What follows belongs to an exercise in optimizing a design on an open flow for small area; a production flow would make more cautious choices. Where RTL was checked, it was by simulation tests only, not by an equivalence proof against the original. The flow treats the clock pin as an ideal source. Dropping or thinning the clock tree relies on that and would not hold on a real chip. No activity file was given, so power comes from the tool's default toggle rates.

==> inputs of run a <==
==> flow/design.v <==
`timescale 1ns / 1ps
module led_controller # (
    parameter T0H = 30,
    parameter T1H = 60,
    parameter T0L = 90,
    parameter T1L = 60,
    parameter TRST = 8000,
    parameter ADDR_WIDTH = 32,
    parameter PIXEL_WIDTH = 24,
    parameter PIXEL_OFFSET = 4
)(
        input wire clk,
        input wire aresetn,
        input wire [ADDR_WIDTH - 1:0] dout,
        output wire [ADDR_WIDTH - 1:0] addr,
        output wire en,
        output wire led_data,
        output wire [3:0] web,
        output wire rst
    );
    localparam Advance = 3'd0;
    localparam RequestPixelCount = 3'd1;
    localparam WaitForPixelCount = 3'd2;
    localparam SetPixelCount = 3'd3;
    localparam IsValidToContinue = 3'd4;
    localparam WaitForPixelValue = 3'd5;
    localparam GetPixelValue = 3'd6;
    localparam Sending = 3'd7;
    localparam [6:0] TSTART = 7'd3;                  
    localparam [6:0] TBIT = 7'd128 - (T0H + T0L + 2);  
    localparam [12:0] LSTART = 13'd8191 - TRST;      
    reg [2:0] cst;
    reg [31:0] pixelCount;
    reg [31:0] pixelIndex;
    reg [23:0] pixel;
    reg latch;       
    reg last;        
    reg tx;
    reg [4:0] tb;
    reg [6:0] tt;
    assign addr = {pixelIndex[29:0], 2'b00};
    assign web = 4'b0000;
    assign rst = 1'b0;
    wire tpre = !latch && tt < TBIT;                
    wire twait = !latch && tt == TSTART + 7'd1;
    wire tgo = !latch && tt == TSTART + 7'd2;
    wire tbitend = !latch && tt == 7'd127;
    wire hold = twait && cst != Sending;
    wire eq = pixelIndex == pixelCount;
    wire pcheck = !latch && tb == 5'd8 && tt == TBIT + 7'd2;
    wire check = cst == IsValidToContinue || pcheck;
    wire [12:0] tnext = {tx, tb, tt} + {12'd0, !hold};
    wire tpend = tb == 5'd31 && tt == 7'd127 && (tx || !latch);
    always @(posedge clk) begin
        if (!aresetn) begin
            latch <= 1'b0;
            tb <= 5'd8;
            tt <= TSTART;
        end else if (tgo && last) begin
            latch <= 1'b1;
            {tx, tb, tt} <= LSTART;
        end else begin
            if (tpend)
                latch <= 1'b0;
            tx <= tnext[12];
            tb <= tnext[11:7] | (tpend ? 5'd8 : 5'd0);
            tt <= tnext[6:0] | (tpend ? TSTART : tbitend ? TBIT : 7'd0);
        end
    end
    always @(posedge clk) begin
        if (tpre)
            pixel <= dout[23:0];
    end
    assign led_data = !latch && tt > TBIT
        && tt <= (pixel[~tb] ? TBIT + T1H + 7'd1 : TBIT + T0H + 7'd1);
    always @(posedge clk) begin
        if (!aresetn)
            cst <= Advance;
        else case (cst)
            IsValidToContinue: cst <= eq ? RequestPixelCount : WaitForPixelValue;
            Sending: if (latch && last) cst <= Advance;
            default: cst <= cst + 3'd1;
        endcase
    end
    always @(posedge clk) begin
        if (!aresetn)
            last <= 1'b0;
        else if (pcheck && eq)
            last <= 1'b1;
        else if (cst == Advance)
            last <= 1'b0;
    end
    assign en = cst == WaitForPixelCount || cst == WaitForPixelValue
        || (!latch && tb == 5'd8 && tt == TBIT + 7'd3 && !last);
    always @(posedge clk) begin
        if (cst == RequestPixelCount)
            pixelIndex <= 32'd0;
        else
            pixelIndex <= pixelIndex + {31'd0, check && !eq};
    end
    always @(posedge clk) begin
        if (cst == SetPixelCount)
            pixelCount <= dout;
    end
endmodule
==> flow/flow/run.sh <==
#!/bin/bash
# Layout flow: the standard ORFS flow (standard.sh) with these changes:
# * synthesis maps the logic with an area-recovering ABC script (flow/area.abc)
#   instead of ORFS's delay script; everything else in synthesis, including
#   the registers, is the standard synthesis (synth_recipe.tcl), except
#   that adders are left to ABC rather than premapped to half-adder cells;
# * the input and output ports are buffered with the smallest buffer;
# * the constant outputs share one tie cell;
# * after ORFS's clock tree synthesis, flow/clocktree.tcl rebuilds the clock
#   tree as one level of four buffers fed by the clock port, each driving the
#   flip-flops of one quarter of the layout; routing and the rest then run as
#   usual (with their timing repair).
# make's output goes to flow_make.log, the clock tree step's to clocktree.log;
# each ORFS step's own log is under orfs/logs/.
set -euo pipefail
W=$PWD
sed 's#^\( *\)log_cmd abc {\*}\$abc_args#\1set abc_args [lreplace $abc_args 1 1 '"$W"'/flow/area.abc]\n\1log_cmd abc {*}$abc_args#' \
    "$FLOW_HOME/scripts/synth.tcl" > my_synth.tcl
grep -q "flow/area.abc" my_synth.tcl
sed "s#source \$::env(SCRIPTS_DIR)/synth.tcl#source $W/my_synth.tcl#" synth_recipe.tcl > my_synth_recipe.tcl
grep -q "my_synth.tcl" my_synth_recipe.tcl
sed "s#SYNTH_SCRIPT=[^ ]*#SYNTH_SCRIPT=$W/my_synth_recipe.tcl#" standard.sh > my_standard.sh
grep -q "my_synth_recipe.tcl" my_standard.sh
export BUFFER_PORTS_ARGS="-buffer_cell sky130_fd_sc_hd__buf_1"
export SKIP_REPAIR_TIE_FANOUT=1
export ADDER_MAP_FILE=
export CTS_ARGS="-sink_clustering_enable -repair_clock_nets -dont_use_dummy_load -buf_list sky130_fd_sc_hd__clkbuf_8"
bash my_standard.sh synth floorplan place cts > flow_make.log 2>&1
R=orfs/results/$FLOW_PLATFORM/led_controller/base
LIB_FILE=$FLOW_HOME/platforms/$FLOW_PLATFORM/lib/sky130_fd_sc_hd__tt_025C_1v80.lib \
PLATFORM_DIR=$FLOW_HOME/platforms/$FLOW_PLATFORM \
IN_ODB=$R/4_cts.odb IN_SDC=$R/4_cts.sdc OUT_ODB=$R/4_cts.odb \
NLEAF=4 LEAF_BUF=sky130_fd_sc_hd__buf_12 CLK_PORT=clk \
    openroad -no_init -exit flow/clocktree.tcl > clocktree.log 2>&1
bash my_standard.sh finish >> flow_make.log 2>&1
==> flow/flow/area.abc <==
&get -n
&st
&deepsyn -J 100 -T 120
&dch -f
&nf -R 1000 -p
&put
topo
==> flow/flow/clocktree.tcl <==
read_liberty $::env(LIB_FILE)
read_db $::env(IN_ODB)
read_sdc $::env(IN_SDC)
set block [ord::get_db_block]
set nleaf $::env(NLEAF)
set bufname $::env(LEAF_BUF)
set clknet [$block findNet $::env(CLK_PORT)]
set sinks {}
set bufs {}
set nets {}
proc walk {net} {
  global sinks bufs nets
  foreach it [$net getITerms] {
    if {[$it isOutputSignal]} { continue }
    set inst [$it getInst]
    set m [[$inst getMaster] getName]
    if {[string match "*clkbuf*" $m] || [string match "*clkinv*" $m] || [string match "*_buf_*" $m]} {
      lappend bufs $inst
      foreach o [$inst getITerms] {
        if {[$o isOutputSignal] && [$o getNet] ne "NULL"} { set n [$o getNet]; lappend nets $n; walk $n }
      }
    } else {
      lappend sinks $it
    }
  }
}
walk $clknet
puts "clocktree: [llength $bufs] buffers, [llength $sinks] sinks"
foreach inst $bufs { odb::dbInst_destroy $inst }
foreach n $nets { odb::dbNet_destroy $n }
# sink positions
set pts {}
foreach it $sinks {
  set b [[$it getInst] getBBox]
  lappend pts [list [expr {([$b xMin]+[$b xMax])/2}] [expr {([$b yMin]+[$b yMax])/2}] $it]
}
proc split_groups {pts n axis} {
  if {$n <= 1} { return [list $pts] }
  set s [lsort -integer -index $axis $pts]
  set h [expr {[llength $s] * ($n/2) / $n}]
  set a [lrange $s 0 [expr {$h-1}]]
  set b [lrange $s $h end]
  set na [expr {$n/2}]
  return [concat [split_groups $a $na [expr {1-$axis}]] [split_groups $b [expr {$n-$na}] [expr {1-$axis}]]]
}
set groups [split_groups $pts $nleaf 0]
set master [[ord::get_db] findMaster $bufname]
set k 0
foreach g $groups {
  set sx 0; set sy 0
  foreach p $g { incr sx [lindex $p 0]; incr sy [lindex $p 1] }
  set cx [expr {$sx / [llength $g]}]; set cy [expr {$sy / [llength $g]}]
  set inst [odb::dbInst_create $block $master "clkbuf_leaf_${k}_clk"]
  $inst setLocation [expr {$cx - [$master getWidth]/2}] [expr {$cy - [$master getHeight]/2}]
  $inst setPlacementStatus PLACED
  set net [odb::dbNet_create $block "clknet_leaf_${k}_clk"]
  $net setSigType CLOCK
  [$inst findITerm A] connect $clknet
  [$inst findITerm X] connect $net
  foreach p $g { [lindex $p 2] connect $net }
  puts "clocktree: leaf $k drives [llength $g] sinks"
  incr k
}
detailed_placement
check_placement -verbose
write_db $::env(OUT_ODB)
==> flow/standard.sh <==
#!/bin/bash
# synth_recipe.tcl (not shown) runs the flow's synth.tcl, then flattens the netlist and writes it again
# the make line also repeats each setting of config.mk as NAME=value (left out here)
make -C /OpenROAD-flow-scripts/flow DESIGN_CONFIG=/design/flow/config.mk WORK_HOME=/design/flow/orfs CLKGATE_MAP_FILE= SYNTH_SCRIPT=/design/flow/synth_recipe.tcl "${@:-finish}"
==> flow/config.mk <==
export PLATFORM = sky130hd
export DESIGN_NAME = led_controller
export DESIGN_NICKNAME = led_controller
export VERILOG_FILES = /design/flow/design.v
export SDC_FILE = /design/flow/constraint.sdc
export NUM_CORES = 4
export LEC_CHECK = 0
export CAP_MARGIN = 20
export CORE_MARGIN = 2
export CORE_UTILIZATION = 40
export SLEW_MARGIN = 20
==> flow/constraint.sdc <==
create_clock -name core_clock -period 10.0 [get_ports {clk}]
set_input_delay 2.0000 -clock core_clock [delete_from_list [all_inputs] [get_ports {clk}]]
set_output_delay 2.0000 -clock core_clock [all_outputs]
set_load 0.01 [all_outputs]
==> inputs of run b, as changes to run a <==
==> flow/design.v, changed modules only <==
module led_controller # (
    parameter T0H = 30,
    parameter T1H = 60,
    parameter T0L = 90,
    parameter T1L = 60,
    parameter TRST = 8000,
    parameter ADDR_WIDTH = 32,
    parameter PIXEL_WIDTH = 24,
    parameter PIXEL_OFFSET = 4
)(
        input wire clk,
        input wire aresetn,
        input wire [ADDR_WIDTH - 1:0] dout,
        output wire [ADDR_WIDTH - 1:0] addr,
        output wire en,
        output wire led_data,
        output wire [3:0] web,
        output wire rst
    );
    localparam Advance = 3'd0;
    localparam RequestPixelCount = 3'd1;
    localparam WaitForPixelCount = 3'd2;
    localparam SetPixelCount = 3'd3;
    localparam IsValidToContinue = 3'd4;
    localparam WaitForPixelValue = 3'd5;
    localparam GetPixelValue = 3'd6;
    localparam Sending = 3'd7;
    localparam [6:0] TSTART = 7'd3;                  
    localparam [6:0] TBIT = 7'd128 - (T0H + T0L + 2);  
    localparam [12:0] LSTART = 13'd8192 - TRST;      
    reg [2:0] cst;
    reg [31:0] pixelCount;
    reg [31:0] pixelIndex;
    reg [23:0] pixel;
    reg latch;       
    reg tx;          
    reg [4:0] tb;
    reg [6:0] tt;
    assign addr = {pixelIndex[29:0], 2'b00};
    assign web = 4'b0000;
    assign rst = 1'b0;
    wire tpre = !latch && tt < TBIT;                
    wire twait = !latch && tt == TSTART + 7'd1;
    wire tbitend = !latch && tt == 7'd127;
    wire hold = twait && cst != Sending;
    wire eq = pixelIndex == pixelCount;
    wire pcheck = !latch && tb == 5'd8 && tt == TBIT + 7'd2;
    wire tlatch = !latch && tb == 5'd8 && tt == TBIT && tx;
    wire check = cst == IsValidToContinue || pcheck;
    wire [12:0] tnext = {tx, tb, tt} + {12'd0, !hold};
    wire tpend = tb == 5'd31 && tt == 7'd127 && (tx || !latch);
    always @(posedge clk) begin
        if (!aresetn) begin
            latch <= 1'b0;
            tx <= 1'b0;
            tb <= 5'd8;
            tt <= TSTART;
        end else if (tlatch) begin
            latch <= 1'b1;
            {tx, tb, tt} <= LSTART;
        end else begin
            if (tpend)
                latch <= 1'b0;
            tx <= latch ? tnext[12] : tx || (pcheck && eq);
            tb <= tnext[11:7] | (tpend ? 5'd8 : 5'd0);
            tt <= tnext[6:0] | (tpend ? TSTART : tbitend ? TBIT : 7'd0);
        end
    end
    always @(posedge clk) begin
        if (tpre)
            pixel <= dout[23:0];
    end
    assign led_data = !latch && tt > TBIT
        && tt <= (pixel[~tb] ? TBIT + T1H + 7'd1 : TBIT + T0H + 7'd1);
    always @(posedge clk) begin
        if (!aresetn)
            cst <= Advance;
        else case (cst)
            IsValidToContinue: cst <= eq ? RequestPixelCount : WaitForPixelValue;
            Sending: if (tlatch) cst <= Advance;
            default: cst <= cst + 3'd1;
        endcase
    end
    assign en = cst == WaitForPixelCount || cst == WaitForPixelValue
        || (!latch && tb == 5'd8 && tt == TBIT + 7'd3 && !tx);
    always @(posedge clk) begin
        if (cst == RequestPixelCount)
            pixelIndex <= 32'd0;
        else
            pixelIndex <= pixelIndex + {31'd0, check && !eq};
    end
    always @(posedge clk) begin
        if (cst == SetPixelCount)
            pixelCount <= dout;
    end
endmodule
--- a/flow/flow/run.sh
+++ b/flow/flow/run.sh
@@ -26,2 +26,3 @@
 export ADDER_MAP_FILE=
+export SYNTH_INSBUF=0
 export CTS_ARGS="-sink_clustering_enable -repair_clock_nets -dont_use_dummy_load -buf_list sky130_fd_sc_hd__clkbuf_8"
==> flow/flow/area.abc (replaced) <==
&get -n
&st
&deepsyn -I 4 -J 100 -T 300
&dch -f
&nf -R 1000 -p -C 32 -F 10 -A 10
&put
topo
Settings changed: GPL_TIMING_DRIVEN set to 0.
==> inputs of run c, as changes to run a <==
--- a/flow/design.v
+++ b/flow/design.v
@@ -51,3 +51,3 @@
     wire check = cst == IsValidToContinue || pcheck;
-    wire [12:0] tnext = {tx, tb, tt} + {12'd0, !hold};
+    wire [12:0] tnext = {tx, tb, tt} + 13'd1;
     wire tpend = tb == 5'd31 && tt == 7'd127 && (tx || !latch);
@@ -58,2 +58,3 @@
             tt <= TSTART;
+        end else if (hold) begin
         end else if (tgo && last) begin
@@ -97,4 +98,4 @@
             pixelIndex <= 32'd0;
-        else
-            pixelIndex <= pixelIndex + {31'd0, check && !eq};
+        else if (check && !eq)
+            pixelIndex <= pixelIndex + 32'd1;
     end
==> flow/flow/run.sh (replaced) <==
#!/bin/bash
# Layout flow: the standard ORFS flow (standard.sh) with three changes:
# * synthesis maps the logic with an area-recovering ABC script (flow/area.abc)
#   instead of ORFS's delay script; everything else in synthesis, including
#   the registers, is the standard synthesis (synth_recipe.tcl);
# * the input and output ports are buffered with the smallest buffer;
# * the clock tree is built from clkbuf_8 cells, without dummy loads;
# * the constant outputs share one tie cell.
# Each tool's output goes to ORFS's logs (orfs/logs/...); make's output to
# flow_make.log here.
set -euo pipefail
W=$PWD
sed 's#^\( *\)log_cmd abc {\*}\$abc_args#\1set abc_args [lreplace $abc_args 1 1 '"$W"'/flow/area.abc]\n\1log_cmd abc {*}$abc_args#' \
    "$FLOW_HOME/scripts/synth.tcl" > my_synth.tcl
grep -q "flow/area.abc" my_synth.tcl
sed "s#source \$::env(SCRIPTS_DIR)/synth.tcl#source $W/my_synth.tcl#" synth_recipe.tcl > my_synth_recipe.tcl
grep -q "my_synth.tcl" my_synth_recipe.tcl
sed "s#SYNTH_SCRIPT=[^ ]*#SYNTH_SCRIPT=$W/my_synth_recipe.tcl#" standard.sh > my_standard.sh
grep -q "my_synth_recipe.tcl" my_standard.sh
export BUFFER_PORTS_ARGS="-buffer_cell sky130_fd_sc_hd__buf_1"
export SKIP_REPAIR_TIE_FANOUT=1
export CTS_ARGS="${CTS_ARGS_OVERRIDE:--sink_clustering_enable -repair_clock_nets -dont_use_dummy_load -buf_list sky130_fd_sc_hd__clkbuf_8}"
bash my_standard.sh > flow_make.log 2>&1
==> flow/flow/area.abc (replaced) <==
&get -n
&st
&deepsyn -T 30
&dch -f
&nf -R 1000 -p
&put
topo
removed: flow/flow/clocktree.tcl
==> inputs of run d, as changes to run a <==
--- a/flow/design.v
+++ b/flow/design.v
@@ -51,3 +51,3 @@
     wire check = cst == IsValidToContinue || pcheck;
-    wire [12:0] tnext = {tx, tb, tt} + {12'd0, !hold};
+    wire [12:0] tnext = {tx, tb, tt} + 13'd1;
     wire tpend = tb == 5'd31 && tt == 7'd127 && (tx || !latch);
@@ -58,2 +58,3 @@
             tt <= TSTART;
+        end else if (hold) begin
         end else if (tgo && last) begin
@@ -97,4 +98,4 @@
             pixelIndex <= 32'd0;
-        else
-            pixelIndex <= pixelIndex + {31'd0, check && !eq};
+        else if (check && !eq)
+            pixelIndex <= pixelIndex + 32'd1;
     end
==> flow/flow/area.abc (replaced) <==
&get -n
&st
&deepsyn -T 20
&dch -f
&nf -R 1000 -p
&st
&deepsyn -T 20
&dch -f
&nf -R 1000 -p
&put
topo
Settings changed: CORE_UTILIZATION 40 to 70.
==> run summary <==
- In run b the final cell count is lower than in run c, by about 10%.
- Between run d and run b, the lower critical path depth is in run d (gap 2).
- In run b the sequential power is larger than in run d, by about 14%.
- The highest sequential share of layout area belongs to run d, the lowest to run c.
- Wire length: run d < run b < run a < run c.
- Between run a and run d, the lower via count is in run d (gap about 1.7%, measured against run d).
- Synthesized cell count, lowest first: run b, run d, run a, run c.
- Global-route usage, lowest first: run a, run b, run c, run d.
The RTL of run a was laid out without a check of its function. In run a, run b and run d the design's own scripts or RTL, not TritonCTS, make the clock network.

[afterwards: timing with drivers on the ports]
Ports are ideal in the flow. The routed layouts listed here were re-timed in OpenROAD.
Step 1 sets driving cells, clkbuf_16 on the clock port and buf_2 on the other inputs (assumed; they add their load-dependent delay and slew).
Step 2 adds t to the input delays and takes it off the output delays; t is the mean of the earliest and latest rising clock arrival at the registers after step 1. Input paths then give back, and output paths get back, about the clock's delay inside the block.
Three values: ideal ports, drivers, drivers and shift; two values: the first two.
| run | shift t [ns] | setup slack, ns | latest minus earliest clock arrival (ns) | slew at the worst register clock pin (ns) |
|---|---|---|---|---|
| run a | 0.222 | 3.417 / 3.417 / 3.417 | 0.010 / 0.010 | 0.11 / 0.11 |
| run b | 0.224 | 2.607 / 2.607 / 2.607 | 0.015 / 0.015 | 0.11 / 0.11 |
| run c | 0.395 | 4.476 / 4.444 / 4.624 | 0.037 / 0.037 | 0.11 / 0.11 |
| run d | 0.216 | 3.549 / 3.549 / 3.549 | 0.014 / 0.014 | 0.10 / 0.10 |
After both steps every run listed still meets setup and hold.
